This design comes from an exercise in tuning for small area and a short achievable clock period on the open sky130 flow, not from production work.
At most, simulation tests tie the RTL to the original design; equivalence was not proved.
Only the layout flow was run in run 5; the RTL was not checked for function there.
Power is estimated from default activity; no workload was simulated.

**flow/config.mk**
```make
export PLATFORM = sky130hd
export DESIGN_NAME = SPI_Wrapper_FINAL
export DESIGN_NICKNAME = SPI_Wrapper_FINAL
export VERILOG_FILES = /design/flow/design.v
export SDC_FILE = /design/flow/constraint.sdc
export NUM_CORES = 4
export LEC_CHECK = 0
export CAP_MARGIN = 20
export CELL_PAD_IN_SITES_DETAIL_PLACEMENT = 1
export CORE_MARGIN = 2
export CORE_UTILIZATION = 50
export CTS_CLUSTER_DIAMETER = 60
export CTS_CLUSTER_SIZE = 30
export PLACE_DENSITY = 0.6
export SETUP_SLACK_MARGIN = 4.85
export SLEW_MARGIN = 40
```
**flow/run.sh**
```bash
#!/bin/bash
# synth_recipe.tcl (not shown) runs the flow's synth.tcl, then flattens the netlist and writes it again
# the make line also repeats each setting of config.mk as NAME=value (left out here)
make -C /OpenROAD-flow-scripts/flow DESIGN_CONFIG=/design/flow/config.mk WORK_HOME=/design/flow/orfs CLKGATE_MAP_FILE= SYNTH_SCRIPT=/design/flow/synth_recipe.tcl finish
```
**flow/constraint.sdc**
```tcl
create_clock -name core_clock -period 7.5 [get_ports {clk}]
set_input_delay 1.5000 -clock core_clock [delete_from_list [all_inputs] [get_ports {clk}]]
set_output_delay 1.5000 -clock core_clock [all_outputs]
set_load 0.01 [all_outputs]
```
**flow/design.v**
```verilog
module RAM_FINAL (
    input clk , rst , rx_valid ,
    input [0:9] din ,
    output reg tx_valid ,
    output reg [0:7] dout
);
reg [7:0] waddr, raddr;
reg [0:7] wdata;
reg [0:7] pf;
reg [2:0] q;
reg clearing;
reg wr_active;
reg [2:0] wcnt;
reg [3:0] k;
reg rd_seen;
wire [2:0] q_next = {q[2] ^ ~(q[1] | q[0]), q[1] ^ ~q[0], ~q[0]};
wire [2:0] wcnt_next = {wcnt[2] ^ (wcnt[1] & wcnt[0]), wcnt[1] ^ wcnt[0], ~wcnt[0]};
wire [3:0] k_next = {k[2] & k[1] & k[0], k[2] ^ (k[1] & k[0]), k[1] ^ k[0], ~k[0]};
wire [255:0] q7;
wire wbit = wdata[q] & ~clearing;
reg [3:0] t4;
reg [2:0] qd;
reg fd;
wire fwd = clearing | (wr_active & (waddr == raddr));
genvar w;
generate
    for (w = 0; w < 256; w = w + 1) begin : g_word
        reg [7:0] r;
        wire sel = clearing | (wr_active & (waddr == w));
        always @ (posedge clk)
            r <= {r[6:0], sel ? wbit : r[7]};
        assign q7[w] = r[7];
    end
endgenerate
always @ (posedge clk or negedge rst)
begin
    if (!rst)
    begin
        q <= 3'd7;
        clearing <= 1'b1;
        fd <= 1'b1;
    end
    else
    begin
        q <= q_next;
        if (q == 3'd0) clearing <= 1'b0;
        fd <= fwd;
    end
end
integer b;
always @ (posedge clk)
begin
    t4[0] <= q7[{2'd0, raddr[5:0]}];
    t4[1] <= q7[{2'd1, raddr[5:0]}];
    t4[2] <= q7[{2'd2, raddr[5:0]}];
    t4[3] <= q7[{2'd3, raddr[5:0]}];
    qd <= q;
    for (b = 0; b < 8; b = b + 1)
        if (fwd && q == b) pf[b] <= wbit;
        else if (!fd && qd == b) pf[b] <= t4[raddr[7:6]];
end
always @ (posedge clk)
begin
    if (rx_valid && din[0:1] == 2'b01) wdata <= din[2:9];
    if (rx_valid && din[0:1] == 2'b11) dout <= pf;
end
always @ (posedge clk or negedge rst)
begin
    if (!rst)
    begin
        waddr <= 8'd0;
        raddr <= 8'd0;
        tx_valid <= 1'b0;
        k <= 4'd0;
        rd_seen <= 1'b0;
        wr_active <= 1'b0;
        wcnt <= 3'd0;
    end
    else
    begin
        if (wr_active)
        begin
            wcnt <= wcnt_next;
            if (wcnt == 3'd7) wr_active <= 1'b0;
        end
        if (rx_valid)
        begin
            case (din[0:1])
                2'b00: begin
                    waddr <= din[2:9];
                    tx_valid <= 1'b0;
                    k <= 4'd0;
                end
                2'b01: begin
                    wr_active <= 1'b1;
                    wcnt <= 3'd0;
                    tx_valid <= 1'b0;
                    k <= 4'd0;
                end
                2'b10: begin
                    raddr <= din[2:9];
                    k <= 4'd0;
                end
                2'b11: begin
                    tx_valid <= 1'b1;
                    rd_seen <= 1'b1;
                end
            endcase
        end
        else if (!k[3] && rd_seen)
        begin
            tx_valid <= 1'b1;
            k <= k_next;
        end
        else tx_valid <= 1'b0;
    end
end
endmodule
module SPI_SLAVE_FINAL(
    input MOSI , clk , rst ,
    tx_valid , ss_n ,
    input [0:7] tx_data ,
    output reg MISO , rx_valid ,
    output reg [0:9] rx_data );
reg [3:0] i;
reg [1:0] cs;
localparam IDLE = 2'b00,
CHK_CMD = 2'b01,
WRITE = 2'b10;
function [3:0] inc;
    input [3:0] v;
    case (v)
        4'd0: inc = 4'd1;
        4'd1: inc = 4'd2;
        4'd2: inc = 4'd3;
        4'd3: inc = 4'd4;
        4'd4: inc = 4'd5;
        4'd5: inc = 4'd6;
        4'd6: inc = 4'd7;
        4'd7: inc = 4'd8;
        4'd8: inc = 4'd9;
        default: inc = 4'd0;
    endcase
endfunction
wire send = (cs == CHK_CMD) & ~ss_n & tx_valid;
wire recv = (cs == WRITE) & (~ss_n | (i == 4'd9));
integer j;
always @ (posedge clk)
begin
    if (cs == IDLE) i <= 4'd0;
    else if (send | (recv & ~ss_n)) i <= inc(i);
    for (j = 0; j < 10; j = j + 1)
        if (cs == IDLE) rx_data[j] <= 1'b0;
        else if (recv && i == j) rx_data[j] <= MOSI;
end
always @ (posedge clk or negedge rst)
begin
if (!rst)
    begin
        MISO <= 1'b0;
        rx_valid <= 1'b0;
        cs <= IDLE;
    end
else
    begin
        rx_valid <= recv & (i == 4'd9);
        if (cs == IDLE) MISO <= 1'b0;
        else if (send) MISO <= ~i[3] & tx_data[i[2:0]];
        case (cs)
            CHK_CMD: cs <= ss_n ? IDLE : (tx_valid ? (i[3] ? IDLE : CHK_CMD) : WRITE);
            WRITE:   cs <= (ss_n | (i == 4'd9)) ? IDLE : WRITE;
            default: cs <= ss_n ? IDLE : CHK_CMD;
        endcase
    end
end
endmodule
module SPI_Wrapper_FINAL (
    input MOSI , clk , rst , ss_n ,
    output MISO );
wire [0:9] w1_rx_data;
wire [0:7] w2_tx_data;
wire tx_valid_w3;
wire rx_valid_w4;
SPI_SLAVE_FINAL SPI ( .MOSI(MOSI) , 
.clk(clk) , 
.rst(rst) , 
.tx_valid(tx_valid_w3) ,
.ss_n(ss_n) ,
.tx_data(w2_tx_data) , 
.MISO(MISO) , 
.rx_valid(rx_valid_w4) , 
.rx_data(w1_rx_data) );
RAM_FINAL u_Ram ( .clk(clk) ,
.rst(rst) , 
.rx_valid(rx_valid_w4) , 
.din(w1_rx_data) , 
.dout(w2_tx_data) , 
.tx_valid(tx_valid_w3) );
endmodule
```
==> results of run 1 <==
## worst paths after layout
check,start,end,depth (start not counted)
worst max register to register,u_Ram.raddr[5],u_Ram.pf[2],6
worst min register to register,u_Ram.g_word[42].r[5],u_Ram.g_word[42].r[6],0
worst max-delay path,SPI.MISO,MISO,1
min in group asynchronous,rst,SPI.rx_valid,2
max in group asynchronous,rst,u_Ram.raddr[1],2
worst min-delay path,u_Ram.g_word[42].r[5],u_Ram.g_word[42].r[6],0
## layer usage
layer | up-vias | share of wire, % | track usage, %
li1 | 11300 | - | -
met1 | 12200 | 47 | 25.6
met2 | 306 | 48 | 32.2
met3 | 150 | 3.2 | 2.65
met4 | 0 | 2.5 | 5.89
met5 | - | 0 | 0
## power groups by stage
stage          clock, mW  sequential (mW)  combinational [mW]
6_report            7.28             11.3              0.0219
5_1_grt             7.91             11.3              0.0248
4_1_cts             7.45             11.3              0.0224
3_5_place_dp           0             11.6              0.0222
3_3_place_gp           0             11.6              0.0201
2_1_floorplan          0             11.6              0.0124
## flip-flops by register name, indices dropped and copies added (netlist names), 2 cells and up
signal	flops
u_Ram.k	4
u_Ram.g_word.r	2048
u_Ram.waddr	8
SPI.i	4
u_Ram.pf	8
SPI.rx_data	10
u_Ram.wcnt	3
SPI.cs	2
u_Ram.t4	4
u_Ram.wdata	8
u_Ram.raddr	8
u_Ram.qd	3
u_Ram.q	3
u_Ram.dout	8
## repair_timing
action                     in CTS  in global routing
setup endpoints to repair     251                116
gates cloned                    0                  1
gates resized for setup        20                 11
setup buffers                   3                  2
## layout make-up
type                       instances  area (um^2)
clock inverter                    83         1200
sequential                      2128        43000
clock buffer                     123         2940
multi-input combinational        983         7690
inverter                          18         80.1
tap                             1368         1710
fill                            9332        44700
timing repair buffer              47          499
## Yosys cell counts (all sizes together) (6+ instances only)
library cell,n
dfxtp,2069
o211ai,200
o31ai,197
nand2,155
clkbuf,120
mux4,69
nand3,63
o21ai,60
buf,57
mux2i,37
dfrtp,30
nor2,28
edfxtp,24
ha,17
inv,17
a21oi,16
mux2,16
nor2b,15
nor3,13
and3,10
nand2b,9
o22ai,7
xor2,7
a211oi,6
a21o,6
nor3b,6
## cells by family after synthesis
logic type                 Yosys count  synth area share, %
adders and majority gates           17                0.413
xor gates and xnor gates            10                0.170
and+or+nand+nor                    324                 2.98
AOI/OAI and AO/OA                  510                 7.09
DFF                               2128                 83.6
muxes                              122                 4.09
buffers and inverters              195                 1.71
## through the flow
| step | power [mW] | setup slack (ns) | utilization (%) |
|---|---|---|---|
| 2_1_floorplan | 11.6 | 5.03 | - |
| 3_3_place_gp | 11.6 | 4.14 | 51.7 |
| 3_5_place_dp | 11.6 | 4.28 | 51.8 |
| 4_1_cts | 18.8 | 4.70 | 56.0 |
| 5_1_grt | 19.2 | 4.69 | 56.1 |
| 6_report | 18.6 | 4.74 | 56.1 |
==> results_dict.tcl, run 1 <==
set metrics [dict create \
    ys.flop_type "dfxtp_1" \
    dr.pass1.iters 5 \
    syn_inst 3306 \
    period_needed_ns 2.76 \
    yosysTopAreaCellShare_pct 80.4 \
    clk_pin_slew_ns 0.11 \
    crit_type "flop to output port" \
    async_flop_share_pct 1.64 \
    rsz0062_at_grt "true" \
    cp_max_fo 2 \
    dp_hpwl_um 57500 \
    finalHoldViolCount 0 \
    grt_max_degree 114 \
    worst_pin_slew_ns 0.843 \
    endpoint_kind "output port" \
    final.period_utilization_pct 36.7 \
    cts_hold_buf 0 \
    leakage_nw 21.7 \
    die_h_um 325 \
    start_util_pct 50.5 \
    switching_share_pct 21.5 \
    synthTopCellsByArea "dfxtp_1 80%, mux4_2 3.0%, o211ai_1 2.9%" \
    layout-drive-gt1-share_pct 10.9 \
    clk_latency_ns 0.72 \
    drc 0 \
    synth-warning-count 2 \
    synth_area_leader_cell "dfxtp_1" \
    grt_pass1_wl_um 157000 \
    synth.distinct_cells 60 \
    r2r_setup_slack_ns 4.99 \
    fp-row-count 117 \
    finalNetCount 3310 \
    combPwrFrac_pct 0.1 \
    worstPathArrival_ns 1.26 \
    grt_use_total_pct 19.1 \
    p_per_area_nw_per_um2 326 \
    die_w_um 325 \
    cts_tree "built" \
    hold_path.class "flop to flop" \
    synth_edf_count 24 \
    placed_cell_area_um2 52800 \
    clock_skew_ns 0.0343 \
    cts_buffers 111 \
    mostFrequentLayoutCell "dfxtp_1" \
    core_um2 102000 \
    num_vias 23900 \
    slowest_stage "dfrtp_1" \
    drt_iter0_drc 1351 \
    finalSetupViolations 0 \
    internal_power_mw 14.6 \
    fin_area_um2 57200 \
    antennaDiodeCount 0 \
    max_stage_delay_ns 0.39 \
    layoutNonFillerInstCount 4750 \
    clk_path_buf_depth 3 \
    post_drt_wl_per_cell_um 21.2 \
    fin_setup_tns_ns 0 \
    synth_nets 3327 \
    power.share.clock_pct 39.1 \
    ys_ff_latch 2128 \
    path_cells "buf_2" \
    maxSlewHeadroom_pct 43.4 \
    slew_viol_final 0 \
    antenna_left 0 \
    final_cell_mix "2069 x dfxtp_1, 200 x o211ai_1, 197 x o31ai_1" \
    drv_cap 0 \
    timing.fmax_mhz 363 \
    timing.hold.ws_ns 0.303 \
    cpLargestDelayFamily "flip-flops" \
    ios 5 \
    syn_area_um2 51500 \
    gp_congestion 0.786 \
    crit_required_ns 6.00 \
    portBuffers 4 \
    via_per_inst 5.03 \
    timing.critical_path.buf_inv 1 \
    status "finished clean" \
    power.switching_mw 4.00 \
    grt_pass1_vias 26100 \
    area_growth_pct 11.0 \
    place_inst 4538 \
    seqPwrFrac_pct 60.8 \
    cts_max_level 3 \
    root_buffer "clkbuf_16" \
    ys_seq_area_share_pct 83.6 \
    wirelength_um 101000 \
    avgSynthCellArea_um2 15.6 \
    grt_overflow 0 \
    cts.sinks 2128 \
    ir_drop_v 0.000192 \
    antenna_found_initial 0 \
    cp-start-kind "flop" \
    die-area_um2 106000 \
]
==> inputs of run 2 (changes only) <==
--- a/flow/config.mk
+++ b/flow/config.mk
@@ -9,8 +9,8 @@
 export CELL_PAD_IN_SITES_DETAIL_PLACEMENT = 1
 export CORE_MARGIN = 2
 export CORE_UTILIZATION = 50
-export CTS_CLUSTER_DIAMETER = 60
-export CTS_CLUSTER_SIZE = 30
+export CTS_CLUSTER_DIAMETER = 120
+export CTS_CLUSTER_SIZE = 24
 export PLACE_DENSITY = 0.6
-export SETUP_SLACK_MARGIN = 4.85
+export SETUP_SLACK_MARGIN = 4.9
 export SLEW_MARGIN = 40
==> results_dict.tcl, run 2 <==
set metrics [dict create \
    status "finished clean" \
    num_vias 23600 \
    fp-row-count 117 \
    slew_viol_final 0 \
    grt_overflow 0 \
    fin_util_pct 54.6 \
    synth_nets 3327 \
    gp_congestion 0.786 \
    largest_reg_flops 2048 \
    finalHoldViolCount 0 \
    max_stage_delay_ns 0.38 \
    mostFrequentLayoutCell "dfxtp_1" \
    root_buffer "clkbuf_16" \
    fin_area_um2 55600 \
    dp_hpwl_um 57500 \
    cts.sinks 2128 \
    timing.critical_path.buf_inv 1 \
    grt_use_met3_pct 2.67 \
    cts_tree "built" \
    combPwrFrac_pct 0.1 \
    ff_latch_area_um2 43000 \
    cp-start-kind "flop" \
    clk_latency_ns 0.69 \
    gr-usage-met2_pct 31.8 \
    syn_inst 3306 \
    internal_power_mw 13.7 \
    via_per_inst 5.06 \
    crit_required_ns 6.00 \
    final_cell_mix "2069 x dfxtp_1, 200 x o211ai_1, 197 x o31ai_1" \
    clock_skew_ns 0.0219 \
    yosysTopAreaCellShare_pct 80.4 \
    wirelength_um 99900 \
    multi_input_area_um2 7700 \
    drt_iter0_drc 1362 \
    top_register "u_Ram.g_word.r" \
    synth.distinct_cells 60 \
    ys_ff_latch 2128 \
    ir_drop_v 0.000176 \
    slowest_stage "dfrtp_1" \
    die_w_um 325 \
    endpoint_kind "output port" \
    ys_seq_area_share_pct 83.6 \
    clk_pin_slew_ns 0.09 \
    fill_cells 9412 \
    grt_pass1_wl_um 155000 \
    setup.worst_path.start "SPI.MISO" \
    worst_pin_slew_ns 0.848 \
    grt_max_degree 114 \
    area_growth_pct 8.01 \
    post_drt_wl_per_cell_um 21.4 \
    period_needed_ns 2.71 \
    finalNetCount 3297 \
    top_regs "u_Ram.g_word.r (2048), SPI.rx_data (10)" \
    cpLargestDelayFamily "flip-flops" \
    synth_area_leader_cell "dfxtp_1" \
    timing.hold.ws_ns 0.319 \
    worstReg2RegEnd "u_Ram.t4[2]" \
    yosysMostFrequentCell "dfxtp_1" \
    ys_top_cells_by_count "2069 x dfxtp_1, 200 x o211ai_1, 197 x o31ai_1" \
    drv_cap 0 \
    crit_type "flop to output port" \
    antenna_found_initial 0 \
    ios 5 \
    rsz0062_at_grt "true" \
    placed_cell_area_um2 52800 \
    synth-warning-count 2 \
    leakage_nw 21.0 \
    antennaDiodeCount 0 \
    cts_max_level 3 \
    start_util_pct 50.5 \
    synth_edf_count 24 \
    drc 0 \
    final.period_utilization_pct 36.1 \
    maxSlewHeadroom_pct 43.0 \
    layout-drive-gt1-share_pct 8.21 \
    seqPwrFrac_pct 66.6 \
    hold_path.class "flop to flop" \
    finalSetupViolations 0 \
    portBuffers 4 \
    clk_path_buf_depth 3 \
    setup_slack_ns 4.79 \
    die-area_um2 106000 \
    grt_use_total_pct 19.0 \
    worstHoldStart "u_Ram.g_word[128].r[4]" \
    r2r_setup_slack_ns 4.96 \
    antenna_left 0 \
    ys.flop_type "dfxtp_1" \
    use_met1_pct 25.5 \
    hold_depth 0 \
    cts_buffers 98 \
    grt.busiest_layer "met2" \
    hold_path_end "u_Ram.g_word[128].r[5]" \
    worstPathArrival_ns 1.21 \
    power.share.clock_pct 33.3 \
    r2r_start "u_Ram.raddr[0]" \
    p_per_area_nw_per_um2 305 \
    avgSynthCellArea_um2 15.6 \
    dr.pass1.iters 4 \
    synthTopCellsByArea "dfxtp_1 80%, mux4_2 3.0%, o211ai_1 2.9%" \
    async_flop_share_pct 1.64 \
    die_h_um 325 \
    place_ws_ns 4.28 \
    timing.fmax_mhz 369 \
    path_cells "buf_2" \
    switching_share_pct 19.1 \
    ff2ff_path_depth 6 \
    core_um2 102000 \
    syn_area_um2 51500 \
    power.switching_mw 3.24 \
    fin_setup_tns_ns 0 \
    grt_pass1_vias 25800 \
    cp_max_fo 2 \
]
-- run 2: cell count changes in the layout (fill, tap and decap cells not counted), sizes merged --
cell      before  now
bufinv         6    0
clkbuf       124  111
inv           62   20
clkinvlp       3    0
clkinv        30    1
-- run 2: area by class of cell --
type                    count  share of cell area [%]
flip-flops and latches   2128                    77.4
repair buffers             47                   0.898
clock buffers             110                    4.61
well taps                1368                    3.08
clock inverters             3                  0.0472
inverters                  18                   0.144
multi-input cells         983                    13.8
-- run 2: metal layers --
metal / part of all wire [%] / up-vias
li1: - / 11100
met3: 3.1 / 145
met1: 47 / 12000
met4: 2.7 / 0
met2: 47 / 323
met5: 0 / -
-- run 2: worst max path at each step --
stage | end | cells after the start
floorplan | SPI.rx_data[0] | 5
global placement | SPI.rx_data[5] | 5
detailed placement | SPI.rx_data[2] | 5
CTS | MISO | 1
global route | MISO | 1
finish | MISO | 1
-- run 2: power by group through the flow --
stage	Clock, mW	Combinational [mW]	Sequential, mW
after global routing	6.25	0.0258	11.3
after global placement	0	0.0201	11.6
final	5.65	0.0234	11.3
after CTS	5.81	0.0224	11.3
after detailed placement	0	0.0222	11.6
after floorplan	0	0.0124	11.6
-- run 2: logic make-up after synthesis --
logic type	share of synthesized area, %
AO/OA/AOI/OAI	7.09
XOR/XNOR	0.170
adder cells (fa/ha/maj)	0.413
buffers and inverters	1.71
flip-flops	83.6
multiplexers	4.09
AND/OR/NAND/NOR	2.98
-- run 2: timing repair --
action                     in CTS  in global routing
gates cloned                    0                  1
resized for setup              22                 11
setup buffers                   3                  2
hold buffers                    0                  0
setup endpoints to repair     251                 82
-- run 2: through the flow --
stage               std cells  total power [mW]
floorplan                3306              11.6
global placement         4532              11.6
detailed placement       4538              11.6
CTS                      4654              17.1
global route             4657              17.6
finish                   4657              17.0
==> inputs of run 3 (changes only) <==
--- a/flow/config.mk
+++ b/flow/config.mk
@@ -9,8 +9,8 @@
 export CELL_PAD_IN_SITES_DETAIL_PLACEMENT = 1
 export CORE_MARGIN = 2
 export CORE_UTILIZATION = 50
-export CTS_CLUSTER_DIAMETER = 120
-export CTS_CLUSTER_SIZE = 24
+export CTS_CLUSTER_DIAMETER = 80
+export CTS_CLUSTER_SIZE = 26
 export PLACE_DENSITY = 0.6
-export SETUP_SLACK_MARGIN = 4.9
+export SETUP_SLACK_MARGIN = 4.85
 export SLEW_MARGIN = 40
==> results_dict.tcl, run 3 <==
set metrics [dict create \
    via_per_inst 5.06 \
    synthMuxAreaShare_pct 4.09 \
    place_inst 4538 \
    async_flop_share_pct 1.64 \
    finalNetCount 3289 \
    synth_edf_count 24 \
    clk_latency_ns 0.69 \
    cts_tree "built" \
    dr.pass1.iters 5 \
    synth_fa_ha_area_share_pct 0.413 \
    ff_latch_area_um2 43000 \
    cp_max_fo 2 \
    clk_pin_slew_ns 0.09 \
    multi_input_area_um2 7700 \
    grt_use_total_pct 18.9 \
    crit_required_ns 6.00 \
    synthTopCellsByArea "dfxtp_1 80%, mux4_2 3.0%, o211ai_1 2.9%" \
    syn_area_um2 51500 \
    ir_drop_v 0.000205 \
    finalHoldViolCount 0 \
    setup_slack_ns 4.79 \
    largest_reg_flops 2048 \
    grt_pass1_wl_um 155000 \
    final.period_utilization_pct 36.1 \
    layoutNonFillerInstCount 4650 \
    timing.fmax_mhz 369 \
    cts.sinks 2128 \
    gp_congestion 0.786 \
    synth-compound-area-share_pct 7.09 \
    antenna_left 0 \
    die-area_um2 106000 \
    synth.distinct_cells 60 \
    final_cell_mix "2069 x dfxtp_1, 200 x o211ai_1, 197 x o31ai_1" \
    yosysTopAreaCellShare_pct 80.4 \
    die_w_um 325 \
    portBuffers 4 \
    die_h_um 325 \
    top_regs "u_Ram.g_word.r (2048), SPI.rx_data (10)" \
    drv_cap 0 \
    mostFrequentLayoutCell "dfxtp_1" \
    slew_viol_final 0 \
    grt_overflow 0 \
    worst_pin_slew_ns 0.803 \
    ys_ff_latch 2128 \
    cpLargestDelayFamily "flip-flops" \
    dp_hpwl_um 57500 \
    antenna_found_initial 0 \
    ys_seq_area_share_pct 83.6 \
    status "finished clean" \
    fp-row-count 117 \
    synth_xor_area_share_pct 0.170 \
    cts_max_level 3 \
    clock_skew_ns 0.0296 \
    top_register "u_Ram.g_word.r" \
    place_ws_ns 4.28 \
    worstPathArrival_ns 1.21 \
    synth_area_leader_cell "dfxtp_1" \
    cp-start-kind "flop" \
    ys.flop_type "dfxtp_1" \
    avgSynthCellArea_um2 15.6 \
    clk_path_buf_depth 3 \
    start_util_pct 50.5 \
    drc 0 \
    antennaDiodeCount 0 \
    drt_iter0_drc 1347 \
    rsz0062_at_grt "true" \
    maxSlewHeadroom_pct 46.2 \
    synth_nets 3327 \
    leakage_nw 20.9 \
    core_um2 102000 \
    grt_max_degree 114 \
    total_power_mw 16.9 \
    finalSetupViolations 0 \
    period_needed_ns 2.71 \
    yosysMostFrequentCell "dfxtp_1" \
    synth_top_family_by_area "compound AO/OA/AOI/OAI gates" \
    layout-drive-gt1-share_pct 8.04 \
    ios 5 \
    root_buffer "clkbuf_16" \
    syn_inst 3306 \
    path_cells "buf_2" \
    p_per_area_nw_per_um2 305 \
    grt_pass1_vias 25600 \
    fin_setup_tns_ns 0 \
    cts_buffers 92 \
    ys_top_cells_by_count "2069 x dfxtp_1, 200 x o211ai_1, 197 x o31ai_1" \
    synthSimpleGateAreaFrac_pct 2.98 \
    hold_path.class "flop to flop" \
    synth-warning-count 2 \
    slowest_stage "dfrtp_1" \
    num_vias 23500 \
    timing.critical_path.buf_inv 1 \
    post_drt_wl_per_cell_um 21.4 \
    crit_type "flop to output port" \
    max_stage_delay_ns 0.39 \
    fill_cells 9398 \
    area_growth_pct 7.74 \
    wirelength_um 99600 \
    endpoint_kind "output port" \
]
-- run 3: repair_timing --
| action | in CTS | in global routing |
|---|---|---|
| setup endpoints to repair | 251 | 138 |
| setup buffers | 3 | 1 |
| hold buffers | 0 | 0 |
| resized for setup | 18 | 13 |
-- run 3: cell type report --
class,count,area share [%]
timing repair buffer,45,0.819
multi-input combinational,983,13.9
clock buffer,105,4.43
tap,1368,3.09
clock inverter,3,0.0654
inverter,18,0.144
sequential,2128,77.6
-- run 3: per-layer routing --
metal  GRT usage [%]  share of wire (%)  vias to the layer above
li1                -                  -                    11100
met5               0                  0                        -
met2            32.0                 48                      264
met1            25.5                 47                    12000
met3            2.54                2.8                      139
met4            5.74                2.5                        0
-- run 3: per-stage QoR --
step                instance area [um^2]  hold slack (ns)  utilization [%]
floorplan                          51500            0.310                -
global placement                   52700            0.309             51.7
detailed placement                 52800            0.313             51.8
CTS                                55400            0.323             54.4
global route                       55500            0.332             54.4
finish                             55500            0.318             54.4
-- run 3: final timing paths --
path | slack, ns | start | to | cells after the start
max | 4.79 | SPI.MISO | MISO | 1
min | 0.32 | u_Ram.g_word[185].r[5] | u_Ram.g_word[185].r[6] | 0
max reg2reg | 4.95 | u_Ram.raddr[1] | u_Ram.pf[3] | 7
min reg2reg | 0.32 | u_Ram.g_word[185].r[5] | u_Ram.g_word[185].r[6] | 0
max in group asynchronous | 5.84 | rst | u_Ram.raddr[0] | 2
min in group asynchronous | 1.25 | rst | SPI.MISO | 2
-- run 3: cell families after synthesis --
kind of cell / count (synthesis)
muxes: 122
AOI/OAI and AO/OA: 510
xor gates and xnor gates: 10
DFF: 2128
and+or+nand+nor: 324
buffers and inverters: 195
adders and majority gates: 17
-- run 3: where the power goes --
group,leakage [nW],switching (mW),internal [mW],total (mW)
Combinational,2.34,0.0176,0.00717,0.0248
Clock,1.22,3.22,2.34,5.56
Sequential,17.4,0.00123,11.3,11.3
==> inputs of run 4 (changes only) <==
--- a/flow/config.mk
+++ b/flow/config.mk
@@ -8,9 +8,9 @@
 export CAP_MARGIN = 20
 export CELL_PAD_IN_SITES_DETAIL_PLACEMENT = 1
 export CORE_MARGIN = 2
-export CORE_UTILIZATION = 50
+export CORE_UTILIZATION = 65
 export CTS_CLUSTER_DIAMETER = 80
 export CTS_CLUSTER_SIZE = 26
-export PLACE_DENSITY = 0.6
+export PLACE_DENSITY = 0.75
 export SETUP_SLACK_MARGIN = 4.85
 export SLEW_MARGIN = 40
==> results_dict.tcl, run 4 <==
set metrics [dict create \
    grt_max_degree 94 \
    period_needed_ns 2.72 \
    cp_max_fo 5 \
    drc 0 \
    rsz0062_at_grt "true" \
    syn_area_um2 51500 \
    grt_pass1_wl_um 198000 \
    synth_area_leader_cell "dfxtp_1" \
    clk_path_buf_depth 3 \
    antenna_left 0 \
    status "finished clean" \
    synth_nets 3327 \
    timing.hold.ws_ns 0.323 \
    dp_hpwl_um 67300 \
    die_h_um 285 \
    hold_depth 0 \
    grt_use_total_pct 32.9 \
    ys_ff_latch 2128 \
    fill_cells 6496 \
    gp_congestion 0.812 \
    worst_pin_slew_ns 0.972 \
    area_growth_pct 7.03 \
    largest_reg_flops 2048 \
    clock_skew_ns 0.0233 \
    final_cell_mix "2069 x dfxtp_1, 200 x o211ai_1, 197 x o31ai_1" \
    leakage_nw 20.9 \
    finalNetCount 3291 \
    clk_latency_ns 0.69 \
    slew_viol_final 0 \
    top_regs "u_Ram.g_word.r (2048), SPI.rx_data (10)" \
    drt_iter0_drc 2379 \
    ys.flop_type "dfxtp_1" \
    mostFrequentLayoutCell "dfxtp_1" \
    start_util_pct 65.4 \
    cts.sinks 2128 \
    portBuffers 4 \
    ff2ff_path_depth 6 \
    fin_setup_tns_ns 0 \
    clk_pin_slew_ns 0.11 \
    yosysMostFrequentCell "dfxtp_1" \
    finalSetupViolations 0 \
    grt_pass1_vias 28800 \
    antennaDiodeCount 0 \
    crit_required_ns 8.02 \
    num_vias 26100 \
    final.period_utilization_pct 36.2 \
    ios 5 \
    cts_tree "built" \
    ys_top_cells_by_count "2069 x dfxtp_1, 200 x o211ai_1, 197 x o31ai_1" \
    cts_hold_buf 0 \
    yosysTopAreaCellShare_pct 80.4 \
    ir_drop_v 0.000232 \
    layout-drive-gt1-share_pct 8.50 \
    cp-start-kind "flop" \
    top_register "u_Ram.g_word.r" \
    maxSlewHeadroom_pct 34.7 \
    post_drt_wl_per_cell_um 31.1 \
    synth_edf_count 24 \
    synthTopCellsByArea "dfxtp_1 80%, mux4_2 3.0%, o211ai_1 2.9%" \
    fin_area_um2 55100 \
    cts_max_level 3 \
    cts_buffers 91 \
    crit_type "flop to flop" \
    hold_path.class "flop to flop" \
    core_um2 78700 \
    timing.fmax_mhz 368 \
    finalHoldViolCount 0 \
    async_flop_share_pct 1.64 \
    fp-row-count 103 \
    endpoint_kind "flop" \
    dr.pass1.iters 5 \
    ys_seq_area_share_pct 83.6 \
    worstPathArrival_ns 3.24 \
    die-area_um2 81500 \
    placed_cell_area_um2 52300 \
    via_per_inst 6.03 \
    grt_overflow 0 \
    antenna_found_initial 4 \
    p_per_area_nw_per_um2 309 \
    syn_inst 3306 \
    root_buffer "clkbuf_16" \
    synth.distinct_cells 60 \
    synth-warning-count 2 \
    avgSynthCellArea_um2 15.6 \
    wirelength_um 135000 \
    die_w_um 285 \
    drv_cap 0 \
]
## run 4: through the flow
stage	std cells	setup slack [ns]	utilization [%]	total power, mW
finish	4331	4.78	70.0	17.0
global route	4331	4.77	70.0	17.5
CTS	4325	4.77	69.8	17.1
detailed placement	4211	4.07	66.5	11.6
global placement	4210	4.13	66.4	11.6
floorplan	3306	5.03	-	11.6
## run 4: cells by family (layout without fill, tap and decap cells)
kind of cell / count (synthesis) / after routing / share of synthesized area, %
muxes: 122 / 122 / 4.09
DFF: 2128 / 2128 / 83.6
and+or+nand+nor: 324 / 326 / 2.98
buffers and inverters: 195 / 168 / 1.71
xor gates and xnor gates: 10 / 10 / 0.170
adders and majority gates: 17 / 17 / 0.413
AOI/OAI and AO/OA: 510 / 510 / 7.09
## run 4: worst max-delay path, stage by stage, from the launching register on
cell and delay [ns]:
dfrtp_4 0.59, buf_4 0.19, mux4_2 0.50, nor3b_1 0.51
a21oi_1 0.26, a21oi_1 0.30, o21ai_0 0.19
## run 4: final cells by class
| cell class | instances | area, um^2 | share of cell area (%) |
|---|---|---|---|
| clock buffers | 102 | 2380 | 4.32 |
| well taps | 1050 | 1310 | 2.38 |
| clock inverters | 2 | 17.5 | 0.0318 |
| repair buffers | 46 | 509 | 0.924 |
| multi-input cells | 985 | 7770 | 14.1 |
| flip-flops and latches | 2128 | 43000 | 78.1 |
| inverters | 18 | 78.8 | 0.143 |
## run 4: power breakdown
part / total (mW) / switching (mW) / internal [mW]
logic: 0.0262 / 0.0190 / 0.00720
clock network: 5.69 / 3.42 / 2.27
registers: 11.3 / 0.00165 / 11.3
total: 17.0 / 3.44 / 13.6
## run 4: routing by layer
metal,GRT usage (%),vias to the layer above,share of wire [%]
li1,-,11100,-
met2,56.2,1186,50
met5,0,-,0.035
met3,5.08,430,5.6
met4,16.3,8,5.2
met1,41.1,13400,39
## run 4: what timing repair did
action                     in CTS  in global routing
gates cloned                    1                  3
setup buffers                   9                  3
pin swaps                       1                  2
setup endpoints to repair     264                 94
resized for setup              36                  9
## run 4: worst paths after layout
path | startpoint | end | slack (ns)
worst max-delay path | u_Ram.raddr[0] | u_Ram.t4[0] | 4.78
worst min-delay path | u_Ram.g_word[221].r[4] | u_Ram.g_word[221].r[5] | 0.32
worst max register to register | u_Ram.raddr[0] | u_Ram.t4[0] | 4.78
worst min register to register | u_Ram.g_word[221].r[4] | u_Ram.g_word[221].r[5] | 0.32
max in group asynchronous | rst | u_Ram.raddr[1] | 5.82
min in group asynchronous | rst | u_Ram.raddr[0] | 1.27
==> inputs of run 5 (changes only) <==
--- a/flow/design.v
+++ b/flow/design.v
@@ -8,6 +8,7 @@
 reg [0:7] wdata;
 reg [0:7] pf;
 reg [2:0] q;
+reg r;
 reg clearing;
 reg wr_active;
 reg [2:0] wcnt;
@@ -16,33 +17,60 @@
 wire [2:0] q_next = {q[2] ^ ~(q[1] | q[0]), q[1] ^ ~q[0], ~q[0]};
 wire [2:0] wcnt_next = {wcnt[2] ^ (wcnt[1] & wcnt[0]), wcnt[1] ^ wcnt[0], ~wcnt[0]};
 wire [3:0] k_next = {k[2] & k[1] & k[0], k[2] ^ (k[1] & k[0]), k[1] ^ k[0], ~k[0]};
+wire wbit = wdata[q] & ~clearing;
+wire wx = wbit ^ r;
+wire [15:0] whi, wlo;
+genvar a;
+generate
+    for (a = 0; a < 16; a = a + 1) begin : g_wdec
+        assign whi[a] = clearing | (wr_active & (waddr[7:4] == a));
+        assign wlo[a] = clearing | (waddr[3:0] == a);
+    end
+endgenerate
 wire [255:0] q7;
-wire wbit = wdata[q] & ~clearing;
+genvar w;
+generate
+    for (w = 0; w < 256; w = w + 1) begin : g_word
+        reg [7:0] s;
+        wire sel = whi[w / 16] & wlo[w % 16];
+        always @ (posedge clk)
+            s <= {s[6:0], ~(sel ? wx : s[7])};
+        assign q7[w] = s[7];
+    end
+endgenerate
+wire [15:0] rlo;
+wire [3:0] rmid;
+generate
+    for (a = 0; a < 16; a = a + 1) begin : g_rlo
+        assign rlo[a] = (raddr[3:0] == a);
+    end
+    for (a = 0; a < 4; a = a + 1) begin : g_rmid
+        assign rmid[a] = (raddr[5:4] == a);
+    end
+endgenerate
+wire [15:0] grp;
+generate
+    for (a = 0; a < 16; a = a + 1) begin : g_grp
+        assign grp[a] = |(q7[16 * a +: 16] & rlo);
+    end
+endgenerate
 reg [3:0] t4;
 reg [2:0] qd;
-reg fd;
+reg rd, fd;
 wire fwd = clearing | (wr_active & (waddr == raddr));
-genvar w;
-generate
-    for (w = 0; w < 256; w = w + 1) begin : g_word
-        reg [7:0] r;
-        wire sel = clearing | (wr_active & (waddr == w));
-        always @ (posedge clk)
-            r <= {r[6:0], sel ? wbit : r[7]};
-        assign q7[w] = r[7];
-    end
-endgenerate
 always @ (posedge clk or negedge rst)
 begin
     if (!rst)
     begin
         q <= 3'd7;
+        r <= 1'b0;
         clearing <= 1'b1;
         fd <= 1'b1;
     end
     else
     begin
         q <= q_next;
+        if (q == 3'd0) r <= ~r;
         if (q == 3'd0) clearing <= 1'b0;
         fd <= fwd;
     end
@@ -50,14 +78,15 @@
 integer b;
 always @ (posedge clk)
 begin
-    t4[0] <= q7[{2'd0, raddr[5:0]}];
-    t4[1] <= q7[{2'd1, raddr[5:0]}];
-    t4[2] <= q7[{2'd2, raddr[5:0]}];
-    t4[3] <= q7[{2'd3, raddr[5:0]}];
+    t4[0] <= |(grp[3:0] & rmid);
+    t4[1] <= |(grp[7:4] & rmid);
+    t4[2] <= |(grp[11:8] & rmid);
+    t4[3] <= |(grp[15:12] & rmid);
     qd <= q;
+    rd <= r;
     for (b = 0; b < 8; b = b + 1)
         if (fwd && q == b) pf[b] <= wbit;
-        else if (!fd && qd == b) pf[b] <= t4[raddr[7:6]];
+        else if (!fd && qd == b) pf[b] <= t4[raddr[7:6]] ^ rd;
 end
 always @ (posedge clk)
 begin
--- a/flow/config.mk
+++ b/flow/config.mk
@@ -8,9 +8,9 @@
 export CAP_MARGIN = 20
 export CELL_PAD_IN_SITES_DETAIL_PLACEMENT = 1
 export CORE_MARGIN = 2
-export CORE_UTILIZATION = 65
+export CORE_UTILIZATION = 50
 export CTS_CLUSTER_DIAMETER = 80
 export CTS_CLUSTER_SIZE = 26
-export PLACE_DENSITY = 0.75
+export PLACE_DENSITY = 0.6
 export SETUP_SLACK_MARGIN = 4.85
 export SLEW_MARGIN = 40
==> results_dict.tcl, run 5 <==
set metrics [dict create \
    cpLargestDelayFamily "flip-flops" \
    ys_top_cells_by_count "2070 x dfxtp_1, 320 x nand2_1, 301 x mux2i_1" \
    crit_type "flop to output port" \
    setup_slack_ns 4.79 \
    crit_required_ns 6.00 \
    timing.fmax_mhz 369 \
    fp-row-count 117 \
    dr.pass1.iters 5 \
    yosysMostFrequentCell "dfxtp_1" \
    die-area_um2 105000 \
    cts_max_level 3 \
    synth-compound-area-share_pct 2.95 \
    combPwrFrac_pct 0.1 \
    worst_pin_slew_ns 0.944 \
    worstReg2RegEnd "u_Ram.g_word[79].s[0]" \
    drv_cap 0 \
    cts_tree "built" \
    r2r_setup_slack_ns 4.92 \
    slowest_stage "dfrtp_1" \
    layout-drive-gt1-share_pct 7.90 \
    synthMuxAreaShare_pct 7.18 \
    top_register "u_Ram.g_word.s" \
    hold_path.class "flop to flop" \
    top_regs "u_Ram.g_word.s (2048), SPI.rx_data (10)" \
    grt_max_degree 69 \
    clk_latency_ns 0.71 \
    core_um2 102000 \
    antenna_left 0 \
    p_per_area_nw_per_um2 303 \
    cts.sinks 2130 \
    cp.depth 1 \
    grt_pass1_vias 25000 \
    synth_edf_count 24 \
    status "finished clean" \
    avgSynthCellArea_um2 15.4 \
    fin_setup_tns_ns 0 \
    ff2ff_path_depth 8 \
    portBuffers 4 \
    synthTopCellsByArea "dfxtp_1 81%, mux2i_1 5.9%, nand2_1 2.3%" \
    power.share.clock_pct 33.2 \
    leakage_nw 23.2 \
    ys.flop_type "dfxtp_1" \
    die_h_um 324 \
    grt_overflow 0 \
    area_growth_pct 9.19 \
    r2r_start "u_Ram.q[0]" \
    num_vias 23600 \
    cts_hold_buf 0 \
    yosysTopAreaCellShare_pct 80.9 \
    start_util_pct 50.4 \
    grt_use_total_pct 21.3 \
    syn_inst 3327 \
    synth_xor_area_share_pct 0.205 \
    slew_viol_final 0 \
    finalNetCount 3371 \
    synth_nets 3348 \
    ios 5 \
    synth_top_family_by_area "multiplexers" \
    largest_reg_flops 2048 \
    final.period_utilization_pct 36.2 \
    internal_power_mw 13.7 \
    drt_iter0_drc 1712 \
    async_flop_share_pct 1.69 \
    clk_path_buf_depth 3 \
    period_needed_ns 2.71 \
    max_stage_delay_ns 0.38 \
    setup.worst_path.start "SPI.MISO" \
    root_buffer "clkbuf_16" \
    worstPathArrival_ns 1.21 \
    finalSetupViolations 0 \
    dp_hpwl_um 64200 \
    synth_area_leader_cell "dfxtp_1" \
    timing.critical_path.buf_inv 1 \
    drc 0 \
    via_per_inst 4.97 \
    clock_skew_ns 0.0277 \
    fill_cells 9358 \
    path_cells "buf_2" \
    crit_end "MISO" \
    wirelength_um 111000 \
    cp_max_fo 2 \
    synthSimpleGateAreaFrac_pct 4.00 \
    syn_area_um2 51200 \
    ys_ff_latch 2130 \
    mostFrequentLayoutCell "dfxtp_1" \
    maxSlewHeadroom_pct 36.9 \
    finalHoldViolCount 0 \
    gp_congestion 0.849 \
    antenna_found_initial 3 \
    seqPwrFrac_pct 66.7 \
    final_cell_mix "2070 x dfxtp_1, 312 x nand2_1, 301 x mux2i_1" \
    post_drt_wl_per_cell_um 23.5 \
    synth.distinct_cells 74 \
    antennaDiodeCount 0 \
    grt_pass1_wl_um 163000 \
    switching_share_pct 19.4 \
    synth_fa_ha_area_share_pct 0.415 \
    clk_pin_slew_ns 0.09 \
    power.switching_mw 3.30 \
    cp-start-kind "flop" \
    die_w_um 324 \
    cts_buffers 93 \
    rsz0062_at_grt "true" \
    synth-warning-count 2 \
    endpoint_kind "output port" \
    ir_drop_v 0.000211 \
    place_ws_ns 4.14 \
    ys_seq_area_share_pct 84.0 \
]
==> run 5: cell types whose count changed after synthesis, moves of 13 or more <==
cell,change
mux2_2,+23
o211ai_1,-195
mux2i_1,+264
a22oi_1,+14
a32oi_1,+13
nand2_1,+165
mux4_2,-59
o21ai_0,-23
o31ai_1,-191
clkbuf_1,-49
nand3_1,-32
==> run 5: area by class of cell <==
| cell class | instances | area (um^2) | share of cell area [%] |
|---|---|---|---|
| clock buffers | 101 | 2400 | 4.29 |
| clock inverters | 12 | 141 | 0.253 |
| inverters | 25 | 97.6 | 0.174 |
| multi-input cells | 1050 | 7870 | 14.1 |
| flip-flops and latches | 2130 | 43100 | 77.0 |
| well taps | 1368 | 1710 | 3.06 |
| repair buffers | 50 | 659 | 1.18 |
==> run 5: power groups by stage <==
stage          clock (mW)  sequential, mW  combinational [mW]
3_3_place_gp            0            11.6              0.0204
5_1_grt              6.22            11.3              0.0257
4_1_cts              5.78            11.3              0.0227
6_report             5.63            11.3              0.0227
2_1_floorplan           0            11.6              0.0127
3_5_place_dp            0            11.6              0.0225
==> run 5: worst min-delay path by stage <==
stage,from,end,slack [ns],cells past startpoint
6_report,u_Ram.g_word[32].s[3],u_Ram.g_word[32].s[4],0.31,0
5_1_grt,u_Ram.g_word[32].s[3],u_Ram.g_word[32].s[4],0.32,0
4_1_cts,u_Ram.g_word[32].s[3],u_Ram.g_word[32].s[4],0.31,0
3_5_place_dp,u_Ram.g_word[1].s[1],u_Ram.g_word[1].s[2],0.31,0
3_3_place_gp,u_Ram.g_word[225].s[4],u_Ram.g_word[225].s[5],0.31,0
2_1_floorplan,u_Ram.g_word[0].s[0],u_Ram.g_word[0].s[1],0.31,0
==> run 5: what timing repair did <==
item | in CTS | in global routing
setup buffers | 14 | 2
setup endpoints to repair | 263 | 102
resized for setup | 24 | 10
cloned | 5 | 3
pin swaps | 2 | 0
==> run 5: through the flow <==
stage / total power, mW / hold WS, ns / instances / instance area (um^2) / utilization [%]
after floorplan: 11.6 / 0.310 / 3327 / 51300 / -
after global placement: 11.6 / 0.310 / 4595 / 52700 / 51.8
after detailed placement: 11.6 / 0.313 / 4598 / 52900 / 52.0
after CTS: 17.1 / 0.309 / 4730 / 55800 / 54.9
after global routing: 17.6 / 0.320 / 4736 / 56000 / 55.0
final: 17.0 / 0.305 / 4736 / 56000 / 55.0
==> run 5: kinds of logic (layout without fill, tap and decap cells) <==
logic type / after synthesis / in the layout
buf+inv: 147 / 188
fa+ha+maj: 17 / 17
mux: 350 / 350
flops: 2130 / 2130
compound gates: 208 / 208
xor+xnor: 12 / 12
simple gates: 463 / 463
==> run 5: worst register-to-register path: cells and delay by family (launching register included) <==
| family | cells | cell delay (ns) |
|---|---|---|
| buf+inv | 3 | 0.61 |
| xor+xnor | 1 | 0.17 |
| simple gates | 1 | 0.16 |
| mux | 3 | 0.91 |
| flops | 1 | 0.59 |
==> run 5: layer usage <==
layer  share of wire, %  vias up  wire length (um)  GRT usage (%)
li1                   -    10900                 -              -
met1                 46    12000             51100           29.2
met2                 46      509             51500           34.1
met3                4.7      180              5180           3.55
met4                3.1        0              3420           7.55
met5                  0        -                 0              0
==> inputs of run 6 (changes only) <==
--- a/flow/design.v
+++ b/flow/design.v
@@ -8,81 +8,65 @@
 reg [0:7] wdata;
 reg [0:7] pf;
 reg [2:0] q;
-reg r;
 reg clearing;
-reg wr_active;
-reg [2:0] wcnt;
+reg wr_flag;
 reg [3:0] k;
 reg rd_seen;
 wire [2:0] q_next = {q[2] ^ ~(q[1] | q[0]), q[1] ^ ~q[0], ~q[0]};
-wire [2:0] wcnt_next = {wcnt[2] ^ (wcnt[1] & wcnt[0]), wcnt[1] ^ wcnt[0], ~wcnt[0]};
+wire wr_active = wr_flag & ~k[3];
 wire [3:0] k_next = {k[2] & k[1] & k[0], k[2] ^ (k[1] & k[0]), k[1] ^ k[0], ~k[0]};
+wire [255:0] q7;
 wire wbit = wdata[q] & ~clearing;
+reg [3:0] t4;
+reg rd;
+reg fd;
+wire [2:0] qd = {q[2] ^ (q[1] & q[0]), q[1] ^ q[0], ~q[0]};
+wire fwd = clearing | (wr_active & (waddr == raddr));
+reg r;
 wire wx = wbit ^ r;
-wire [15:0] whi, wlo;
+wire [15:0] whi, wlo, whx;
 genvar a;
 generate
     for (a = 0; a < 16; a = a + 1) begin : g_wdec
         assign whi[a] = clearing | (wr_active & (waddr[7:4] == a));
         assign wlo[a] = clearing | (waddr[3:0] == a);
+        assign whx[a] = whi[a] & wx;
     end
 endgenerate
-wire [255:0] q7;
 genvar w;
 generate
     for (w = 0; w < 256; w = w + 1) begin : g_word
         reg [7:0] s;
-        wire sel = whi[w / 16] & wlo[w % 16];
+        wire keep = ~(whi[w / 16] & wlo[w % 16]);
         always @ (posedge clk)
-            s <= {s[6:0], ~(sel ? wx : s[7])};
+            s <= {s[6:0], ~((s[7] & keep) | (whx[w / 16] & wlo[w % 16]))};
         assign q7[w] = s[7];
     end
 endgenerate
-wire [15:0] rlo;
-wire [3:0] rmid;
-generate
-    for (a = 0; a < 16; a = a + 1) begin : g_rlo
-        assign rlo[a] = (raddr[3:0] == a);
-    end
-    for (a = 0; a < 4; a = a + 1) begin : g_rmid
-        assign rmid[a] = (raddr[5:4] == a);
-    end
-endgenerate
-wire [15:0] grp;
-generate
-    for (a = 0; a < 16; a = a + 1) begin : g_grp
-        assign grp[a] = |(q7[16 * a +: 16] & rlo);
-    end
-endgenerate
-reg [3:0] t4;
-reg [2:0] qd;
-reg rd, fd;
-wire fwd = clearing | (wr_active & (waddr == raddr));
 always @ (posedge clk or negedge rst)
 begin
     if (!rst)
     begin
         q <= 3'd7;
-        r <= 1'b0;
         clearing <= 1'b1;
         fd <= 1'b1;
+        r <= 1'b0;
     end
     else
     begin
         q <= q_next;
+        if (q == 3'd0) clearing <= 1'b0;
         if (q == 3'd0) r <= ~r;
-        if (q == 3'd0) clearing <= 1'b0;
         fd <= fwd;
     end
 end
 integer b;
 always @ (posedge clk)
 begin
-    t4[0] <= |(grp[3:0] & rmid);
-    t4[1] <= |(grp[7:4] & rmid);
-    t4[2] <= |(grp[11:8] & rmid);
-    t4[3] <= |(grp[15:12] & rmid);
-    qd <= q;
+    t4[0] <= q7[{2'd0, raddr[5:0]}];
+    t4[1] <= q7[{2'd1, raddr[5:0]}];
+    t4[2] <= q7[{2'd2, raddr[5:0]}];
+    t4[3] <= q7[{2'd3, raddr[5:0]}];
     rd <= r;
     for (b = 0; b < 8; b = b + 1)
         if (fwd && q == b) pf[b] <= wbit;
@@ -102,18 +86,13 @@
         tx_valid <= 1'b0;
         k <= 4'd0;
         rd_seen <= 1'b0;
-        wr_active <= 1'b0;
-        wcnt <= 3'd0;
+        wr_flag <= 1'b0;
     end
     else
     begin
-        if (wr_active)
-        begin
-            wcnt <= wcnt_next;
-            if (wcnt == 3'd7) wr_active <= 1'b0;
-        end
         if (rx_valid)
         begin
+            wr_flag <= (din[0:1] == 2'b01);
             case (din[0:1])
                 2'b00: begin
                     waddr <= din[2:9];
@@ -121,8 +100,6 @@
                     k <= 4'd0;
                 end
                 2'b01: begin
-                    wr_active <= 1'b1;
-                    wcnt <= 3'd0;
                     tx_valid <= 1'b0;
                     k <= 4'd0;
                 end
@@ -133,12 +110,13 @@
                 2'b11: begin
                     tx_valid <= 1'b1;
                     rd_seen <= 1'b1;
+                    if (!rd_seen) k <= 4'd0;
                 end
             endcase
         end
-        else if (!k[3] && rd_seen)
+        else if (!k[3])
         begin
-            tx_valid <= 1'b1;
+            tx_valid <= rd_seen;
             k <= k_next;
         end
         else tx_valid <= 1'b0;
==> results_dict.tcl, run 6 <==
set metrics [dict create \
    start_util_pct 50.2 \
    ys_seq_area_share_pct 84.3 \
    cpLargestDelayFamily "flip-flops" \
    leakage_nw 22.9 \
    ys_ff_latch 2124 \
    setup_slack_ns 4.80 \
    syn_area_um2 50900 \
    cp.depth 1 \
    place_inst 4409 \
    hold_depth 0 \
    cts_buffers 92 \
    slowest_stage "dfrtp_1" \
    rsz0062_at_grt "true" \
    grt_max_degree 52 \
    yosysTopAreaCellShare_pct 81.3 \
    crit_type "flop to output port" \
    ys.flop_type "dfxtp_1" \
    via_per_inst 4.73 \
    finalSetupViolations 0 \
    synthTopCellsByArea "dfxtp_1 81%, mux2i_1 5.6%, mux4_2 3.1%" \
    cp_max_fo 2 \
    avgSynthCellArea_um2 16.3 \
    synth_area_leader_cell "dfxtp_1" \
    syn_inst 3123 \
    ios 5 \
    top_regs "u_Ram.g_word.s (2048), SPI.rx_data (10)" \
    worst_pin_slew_ns 0.841 \
    max_stage_delay_ns 0.38 \
    top_register "u_Ram.g_word.s" \
    endpoint_kind "output port" \
    clk_latency_ns 0.68 \
    area_growth_pct 8.45 \
    yosysMostFrequentCell "dfxtp_1" \
    post_drt_wl_per_cell_um 21.2 \
    timing.critical_path.buf_inv 1 \
    grt_pass1_vias 23100 \
    power.switching_mw 3.21 \
    ys_top_cells_by_count "2067 x dfxtp_1, 298 x nand2_1, 283 x mux2i_1" \
    timing.hold.ws_ns 0.321 \
    fin_util_pct 54.4 \
    cts_hold_buf 0 \
    crit_required_ns 6.00 \
    cts.sinks 2124 \
    status "finished clean" \
    cts_max_level 3 \
    clk_path_buf_depth 3 \
    fin_setup_tns_ns 0 \
    grt_use_total_pct 18.6 \
    synth_edf_count 24 \
    fp-row-count 117 \
    drt_iter0_drc 1186 \
    clk_pin_slew_ns 0.09 \
    root_buffer "clkbuf_16" \
    antenna_found_initial 6 \
    switching_share_pct 19.0 \
    largest_reg_flops 2048 \
    synth-warning-count 2 \
    synth.distinct_cells 55 \
    core_um2 101000 \
    die_w_um 323 \
    layoutNonFillerInstCount 4533 \
    grt_pass1_wl_um 144000 \
    die-area_um2 104000 \
    seqPwrFrac_pct 67.1 \
    ir_drop_v 0.000178 \
    async_flop_share_pct 1.55 \
    num_vias 21400 \
    grt_overflow 0 \
    internal_power_mw 13.6 \
    drv_cap 0 \
    p_per_area_nw_per_um2 305 \
    ff2ff_path_depth 6 \
    portBuffers 4 \
    power.share.clock_pct 32.8 \
    finalHoldViolCount 0 \
    mostFrequentLayoutCell "dfxtp_1" \
    cts_tree "built" \
    dp_hpwl_um 54000 \
    die_h_um 323 \
    gp_congestion 0.757 \
    maxSlewHeadroom_pct 43.9 \
    path_cells "buf_2" \
    clock_skew_ns 0.0163 \
    finalNetCount 3171 \
    timing.fmax_mhz 371 \
    place_ws_ns 3.86 \
    worstPathArrival_ns 1.20 \
    fill_cells 9232 \
    final_cell_mix "2067 x dfxtp_1, 298 x nand2_1, 282 x mux2i_1" \
    cp-start-kind "flop" \
    hold_path.class "flop to flop" \
    combPwrFrac_pct 0.1 \
    dr.pass1.iters 5 \
    slew_viol_final 0 \
    layout-drive-gt1-share_pct 8.50 \
    synth_nets 3145 \
    final.period_utilization_pct 35.9 \
    wirelength_um 96200 \
    drc 0 \
    period_needed_ns 2.70 \
    antenna_left 0 \
]
[run 6: changes by cell type after synthesis, sizes merged, moves of 18 or more]
cell    delta
mux2i     -18
o21ai     -26
mux2      -21
nand3     -21
nand2     -23
mux4      +61
clkbuf    -22
[run 6: stage by stage]
| stage | total power [mW] | cell area [um^2] |
|---|---|---|
| 3_5_place_dp | 11.6 | 52300 |
| 3_3_place_gp | 11.6 | 52200 |
| 5_1_grt | 17.5 | 55200 |
| 2_1_floorplan | 11.6 | 50900 |
| 6_report | 16.8 | 55200 |
| 4_1_cts | 17.0 | 55100 |
[run 6: layout make-up]
cell class	count	area (um^2)	share of cell area [%]
sequential	2124	42900	77.8
multi-input combinational	875	7380	13.4
clock buffer	103	2410	4.36
tap	1368	1710	3.10
timing repair buffer	37	616	1.11
clock inverter	6	77.6	0.141
inverter	19	71.3	0.129
antenna	1	2.50	0.00453
[run 6: cell families (layout without fill, tap and decap cells)]
group	after synthesis	after routing	synth area share, %
AO/OA/AOI/OAI	96	96	1.40
XOR/XNOR	12	12	0.221
adder cells (fa/ha/maj)	18	18	0.442
buffers and inverters	124	165	1.43
flip-flops	2124	2124	84.3
multiplexers	372	372	9.11
other	0	1	0
AND/OR/NAND/NOR	377	377	3.06
[run 6: metal layers]
metal | vias up | wire [um] | global-route usage [%]
met3 | 144 | 3520 | 2.80
met5 | - | 12 | 0
met1 | 10900 | 46100 | 26.3
met2 | 298 | 44400 | 30.0
met4 | 2 | 2220 | 5.44
li1 | 10100 | - | -
[run 6: timing repair]
item	CTS	global route
setup buffers	3	2
cloned	7	2
resized for setup	21	5
hold endpoints to repair	0	0
setup endpoints to repair	186	171
pin swaps	1	0
[run 6: power groups by stage]
stage | sequential [mW] | clock (mW) | combinational (mW)
floorplan | 11.6 | 0 | 0.0131
global placement | 11.6 | 0 | 0.0210
detailed placement | 11.6 | 0 | 0.0232
CTS | 11.3 | 5.69 | 0.0235
global route | 11.3 | 6.13 | 0.0260
finish | 11.3 | 5.52 | 0.0237
[run 6: final timing paths]
kind / end / slack [ns] / start
setup / recovery: MISO / 4.80 / SPI.MISO
hold / removal: u_Ram.g_word[47].s[7] / 0.32 / u_Ram.g_word[47].s[6]
setup reg to reg: u_Ram.t4[0] / 4.92 / u_Ram.raddr[1]
hold reg to reg: u_Ram.g_word[47].s[7] / 0.32 / u_Ram.g_word[47].s[6]
max in group asynchronous: u_Ram.raddr[1] / 5.90 / rst
min in group asynchronous: SPI.cs[0] / 1.24 / rst
==> inputs of run 7 (changes only) <==
--- a/flow/config.mk
+++ b/flow/config.mk
@@ -10,7 +10,7 @@
 export CORE_MARGIN = 2
 export CORE_UTILIZATION = 50
 export CTS_CLUSTER_DIAMETER = 80
-export CTS_CLUSTER_SIZE = 26
+export CTS_CLUSTER_SIZE = 32
 export PLACE_DENSITY = 0.6
 export SETUP_SLACK_MARGIN = 4.85
 export SLEW_MARGIN = 40
==> results_dict.tcl, run 7 <==
set metrics [dict create \
    cts.sinks 2124 \
    cts_max_level 3 \
    crit_required_ns 6.00 \
    synth.distinct_cells 55 \
    top_register "u_Ram.g_word.s" \
    rsz0062_at_grt "true" \
    die_h_um 323 \
    layoutNonFillerInstCount 4521 \
    worstHoldStart "u_Ram.g_word[241].s[3]" \
    synthTopCellsByArea "dfxtp_1 81%, mux2i_1 5.6%, mux4_2 3.1%" \
    grt_use_total_pct 18.5 \
    drv_cap 0 \
    synth-warning-count 2 \
    syn_area_um2 50900 \
    crit_type "flop to output port" \
    ios 5 \
    via_per_inst 4.71 \
    endpoint_kind "output port" \
    clk_latency_ns 0.69 \
    final.period_utilization_pct 35.9 \
    cpLargestDelayFamily "flip-flops" \
    maxSlewHeadroom_pct 46.3 \
    clk_pin_slew_ns 0.11 \
    max_stage_delay_ns 0.39 \
    largest_reg_flops 2048 \
    top_regs "u_Ram.g_word.s (2048), SPI.rx_data (10)" \
    timing.fmax_mhz 372 \
    ys_top_cells_by_count "2067 x dfxtp_1, 298 x nand2_1, 283 x mux2i_1" \
    worst_pin_slew_ns 0.805 \
    cts_tree "built" \
    die-area_um2 104000 \
    syn_inst 3123 \
    setup_slack_ns 4.81 \
    ys.flop_type "dfxtp_1" \
    gp_congestion 0.757 \
    grt_pass1_wl_um 143000 \
    antenna_left 0 \
    ff2ff_path_depth 7 \
    fp-row-count 117 \
    core_um2 101000 \
    place_inst 4409 \
    fin_setup_tns_ns 0 \
    drt_iter0_drc 1150 \
    grt_max_degree 52 \
    period_needed_ns 2.69 \
    finalNetCount 3157 \
    dr.pass1.iters 5 \
    cp-start-kind "flop" \
    portBuffers 4 \
    drc 0 \
    grt_overflow 0 \
    antenna_found_initial 3 \
    grt_pass1_vias 23000 \
    total_power_mw 16.5 \
    finalHoldViolCount 0 \
    cp_max_fo 2 \
    layout-drive-gt1-share_pct 8.22 \
    timing.critical_path.buf_inv 1 \
    slew_viol_final 0 \
    async_flop_share_pct 1.55 \
    synth_nets 3145 \
    cts_buffers 77 \
    num_vias 21300 \
    ys_seq_area_share_pct 84.3 \
    start_util_pct 50.2 \
    synth_area_leader_cell "dfxtp_1" \
    clock_skew_ns 0.0366 \
    path_cells "buf_2" \
    ir_drop_v 0.000174 \
    wirelength_um 95500 \
    p_per_area_nw_per_um2 300 \
    yosysTopAreaCellShare_pct 81.3 \
    hold_depth 0 \
    finalSetupViolations 0 \
    r2r_setup_slack_ns 4.92 \
    post_drt_wl_per_cell_um 21.1 \
    r2r_start "u_Ram.q[0]" \
    ys_ff_latch 2124 \
    mostFrequentLayoutCell "dfxtp_1" \
    fill_cells 9277 \
    hold_path.class "flop to flop" \
    root_buffer "clkbuf_16" \
    slowest_stage "dfrtp_1" \
    worstPathArrival_ns 1.19 \
    clk_path_buf_depth 3 \
    avgSynthCellArea_um2 16.3 \
    yosysMostFrequentCell "dfxtp_1" \
    dp_hpwl_um 54000 \
    synth_edf_count 24 \
    place_ws_ns 3.86 \
    hold_path_end "u_Ram.g_word[241].s[4]" \
    final_cell_mix "2067 x dfxtp_1, 298 x nand2_1, 282 x mux2i_1" \
    area_growth_pct 7.76 \
    die_w_um 323 \
    leakage_nw 22.8 \
    status "finished clean" \
    worstReg2RegEnd "u_Ram.g_word[166].s[0]" \
]
run 7: cell counts after synthesis:
No cell type changed its count.
run 7: power by group:
group          leakage, nW  switching [mW]  internal, mW
clock                 1.05            3.16          1.99
combinational         4.13          0.0167       0.00731
sequential            17.6         0.00113          11.3
run 7: what timing repair did:
item | 4_1_cts | 5_1_grt
gates resized for setup | 19 | 6
cloned | 7 | 0
hold buffers | 0 | 0
endpoints found under the setup margin | 186 | 118
buffers inserted | 5 | 3
pin swaps | 1 | 0
hold endpoints to repair | 0 | 0
run 7: area by class of cell:
class | count | area [um^2] | area share [%]
sequential | 2124 | 42900 | 78.3
multi-input combinational | 875 | 7390 | 13.5
clock buffer | 87 | 2040 | 3.72
tap | 1368 | 1710 | 3.12
timing repair buffer | 38 | 598 | 1.09
clock inverter | 9 | 104 | 0.189
inverter | 19 | 71.3 | 0.130
antenna | 1 | 2.50 | 0.00456
run 7: cells by family (layout without fill, tap and decap cells):
| kind of cell | count (synthesis) | after routing | synth area share, % |
|---|---|---|---|
| other cells | 0 | 1 | 0 |
| xor+xnor | 12 | 12 | 0.221 |
| buf+inv | 124 | 153 | 1.43 |
| flops | 2124 | 2124 | 84.3 |
| simple gates | 377 | 377 | 3.06 |
| mux | 372 | 372 | 9.11 |
| compound gates | 96 | 96 | 1.40 |
| fa+ha+maj | 18 | 18 | 0.442 |
run 7: worst max-delay path by stage:
stage	startpoint	end	slack [ns]	cells past startpoint
finish	SPI.MISO	MISO	4.81	1
global route	SPI.MISO	MISO	4.75	1
CTS	SPI.MISO	MISO	4.76	1
detailed placement	u_Ram.q[0]	u_Ram.g_word[50].s[0]	3.86	8
global placement	u_Ram.q[0]	u_Ram.g_word[231].s[0]	4.06	7
floorplan	ss_n	SPI.rx_data[1]	4.91	5
run 7: stage by stage:
step | hold slack [ns] | instance area [um^2] | utilization [%]
3_5_place_dp | 0.313 | 52300 | 51.6
3_3_place_gp | 0.310 | 52200 | 51.4
2_1_floorplan | 0.310 | 50900 | -
6_report | 0.319 | 54900 | 54.1
4_1_cts | 0.324 | 54800 | 54.0
5_1_grt | 0.325 | 54900 | 54.1
run 7: layer usage:
layer,part of all wire [%],global-route usage (%),routed length [um]
met5,0,0,0
met4,2.0,5.23,1940
met3,2.7,2.33,2560
met2,46,29.8,44000
met1,49,26.4,47000
==> inputs of run 8 (changes only) <==
--- a/flow/config.mk
+++ b/flow/config.mk
@@ -5,7 +5,7 @@
 export SDC_FILE = /design/flow/constraint.sdc
 export NUM_CORES = 4
 export LEC_CHECK = 0
-export CAP_MARGIN = 20
+export CAP_MARGIN = 15
 export CELL_PAD_IN_SITES_DETAIL_PLACEMENT = 1
 export CORE_MARGIN = 2
 export CORE_UTILIZATION = 50
@@ -13,4 +13,4 @@
 export CTS_CLUSTER_SIZE = 32
 export PLACE_DENSITY = 0.6
 export SETUP_SLACK_MARGIN = 4.85
-export SLEW_MARGIN = 40
+export SLEW_MARGIN = 15
==> results_dict.tcl, run 8 <==
set metrics [dict create \
    status "finished clean" \
    cts.sinks 2124 \
    maxSlewHeadroom_pct 25.0 \
    synth_edf_count 24 \
    ys_seq_area_share_pct 84.3 \
    wirelength_um 96700 \
    max_stage_delay_ns 0.39 \
    cts_buffers 77 \
    finalHoldViolCount 0 \
    hold_path.class "flop to flop" \
    period_needed_ns 2.69 \
    rsz0062_at_grt "true" \
    dr.pass1.iters 5 \
    layout-drive-gt1-share_pct 8.13 \
    clk_pin_slew_ns 0.11 \
    yosysTopAreaCellShare_pct 81.3 \
    synthTopCellsByArea "dfxtp_1 81%, mux2i_1 5.6%, mux4_2 3.1%" \
    endpoint_kind "output port" \
    cp.depth 1 \
    die_w_um 323 \
    via_per_inst 4.72 \
    largest_reg_flops 2048 \
    fill_cells 9253 \
    fin_util_pct 53.9 \
    clk_latency_ns 0.69 \
    fp-row-count 117 \
    die-area_um2 104000 \
    crit_required_ns 6.00 \
    worst_pin_slew_ns 1.13 \
    mostFrequentLayoutCell "dfxtp_1" \
    synth_nets 3145 \
    cpLargestDelayFamily "flip-flops" \
    ys_ff_latch 2124 \
    antenna_left 0 \
    drc 0 \
    yosysMostFrequentCell "dfxtp_1" \
    grt_use_total_pct 18.6 \
    syn_area_um2 50900 \
    timing.hold.ws_ns 0.311 \
    die_h_um 323 \
    slew_viol_final 0 \
    ir_drop_v 0.000166 \
    start_util_pct 50.2 \
    final_cell_mix "2067 x dfxtp_1, 298 x nand2_1, 282 x mux2i_1" \
    avgSynthCellArea_um2 16.3 \
    clk_path_buf_depth 3 \
    clock_skew_ns 0.0276 \
    cts_max_level 3 \
    portBuffers 4 \
    grt_pass1_vias 22800 \
    crit_type "flop to output port" \
    cp_max_fo 2 \
    finalSetupViolations 0 \
    top_register "u_Ram.g_word.s" \
    path_cells "buf_2" \
    root_buffer "clkbuf_16" \
    timing.critical_path.buf_inv 1 \
    fin_setup_tns_ns 0 \
    async_flop_share_pct 1.55 \
    ios 5 \
    cp-start-kind "flop" \
    synth.distinct_cells 55 \
    syn_inst 3123 \
    finalNetCount 3153 \
    cts_tree "built" \
    grt_pass1_wl_um 144000 \
    final.period_utilization_pct 35.8 \
    synth-warning-count 2 \
    grt_max_degree 99 \
    drv_cap 0 \
    antennaDiodeCount 0 \
]
## run 8: per-layer routing
metal | vias up | wire length, um | GRT usage [%]
met5 | - | 0 | 0
li1 | 10100 | - | -
met3 | 135 | 2630 | 2.27
met1 | 10900 | 47200 | 26.3
met2 | 273 | 44800 | 30.4
met4 | 0 | 2110 | 5.06
## run 8: path summary, 6_finish.rpt
| path | start | endpoint | slack, ns |
|---|---|---|---|
| worst max-delay path | SPI.MISO | MISO | 4.81 |
| worst min-delay path | u_Ram.g_word[243].s[5] | u_Ram.g_word[243].s[6] | 0.31 |
| worst max register to register | u_Ram.raddr[2] | u_Ram.t4[0] | 4.92 |
| worst min register to register | u_Ram.g_word[243].s[5] | u_Ram.g_word[243].s[6] | 0.31 |
| max in group asynchronous | rst | u_Ram.raddr[1] | 5.89 |
| min in group asynchronous | rst | u_Ram.tx_valid | 1.22 |
## run 8: kinds of logic (layout without fill, tap and decap cells)
kind of cell | Yosys count | in the layout | share of synthesized area, %
AOI/OAI and AO/OA | 96 | 96 | 1.40
xor gates and xnor gates | 12 | 12 | 0.221
adders and majority gates | 18 | 18 | 0.442
buffers and inverters | 124 | 151 | 1.43
DFF | 2124 | 2124 | 84.3
muxes | 372 | 372 | 9.11
and+or+nand+nor | 377 | 377 | 3.06
## run 8: worst register-to-register path: stages, from the launching register on
cell and delay (ns):
dfrtp_4 0.69, buf_8 0.40, mux4_2 0.40, mux2i_1 0.20, mux2i_1 0.18, mux2i_2 0.42, o22ai_1 0.15
## run 8: final cells by class
| class | count | area, um^2 | share of cell area, % |
|---|---|---|---|
| Clock inverter | 8 | 124 | 0.226 |
| Tap cell | 1368 | 1710 | 3.13 |
| Sequential cell | 2124 | 42900 | 78.5 |
| Timing Repair Buffer | 34 | 474 | 0.867 |
| Clock buffer | 90 | 2080 | 3.80 |
| Multi-Input combinational cell | 875 | 7310 | 13.4 |
| Inverter | 19 | 71.3 | 0.130 |
## run 8: timing repair
item                                    4_1_cts  5_1_grt
cloned                                        4        1
endpoints found under the setup margin      280      205
gates resized for setup                      21        4
pin swaps                                     0        1
hold buffers                                  0        0
buffers inserted                              5        5
## run 8: where the power goes
group / internal, mW / leakage, nW / switching [mW]
clock: 2.05 / 1.08 / 3.18
combinational: 0.00727 / 4.06 / 0.0164
sequential: 11.3 / 17.6 / 0.00108
## run 8: stage by stage
step | setup slack [ns] | power, mW | instances | area (um^2)
floorplan | 4.91 | 11.6 | 3123 | 50900
global placement | 4.06 | 11.6 | 4405 | 52200
detailed placement | 3.94 | 11.6 | 4405 | 52200
CTS | 4.76 | 16.7 | 4512 | 54600
global route | 4.75 | 17.1 | 4518 | 54700
finish | 4.81 | 16.6 | 4518 | 54700

Setup slack of run 8, layout unchanged: 4.815 ns with ideal ports, 4.747 ns with driving cells assumed (clock clkbuf_16, inputs buf_2), 4.290 ns with port delays also shifted by the 0.738 ns mid clock arrival.
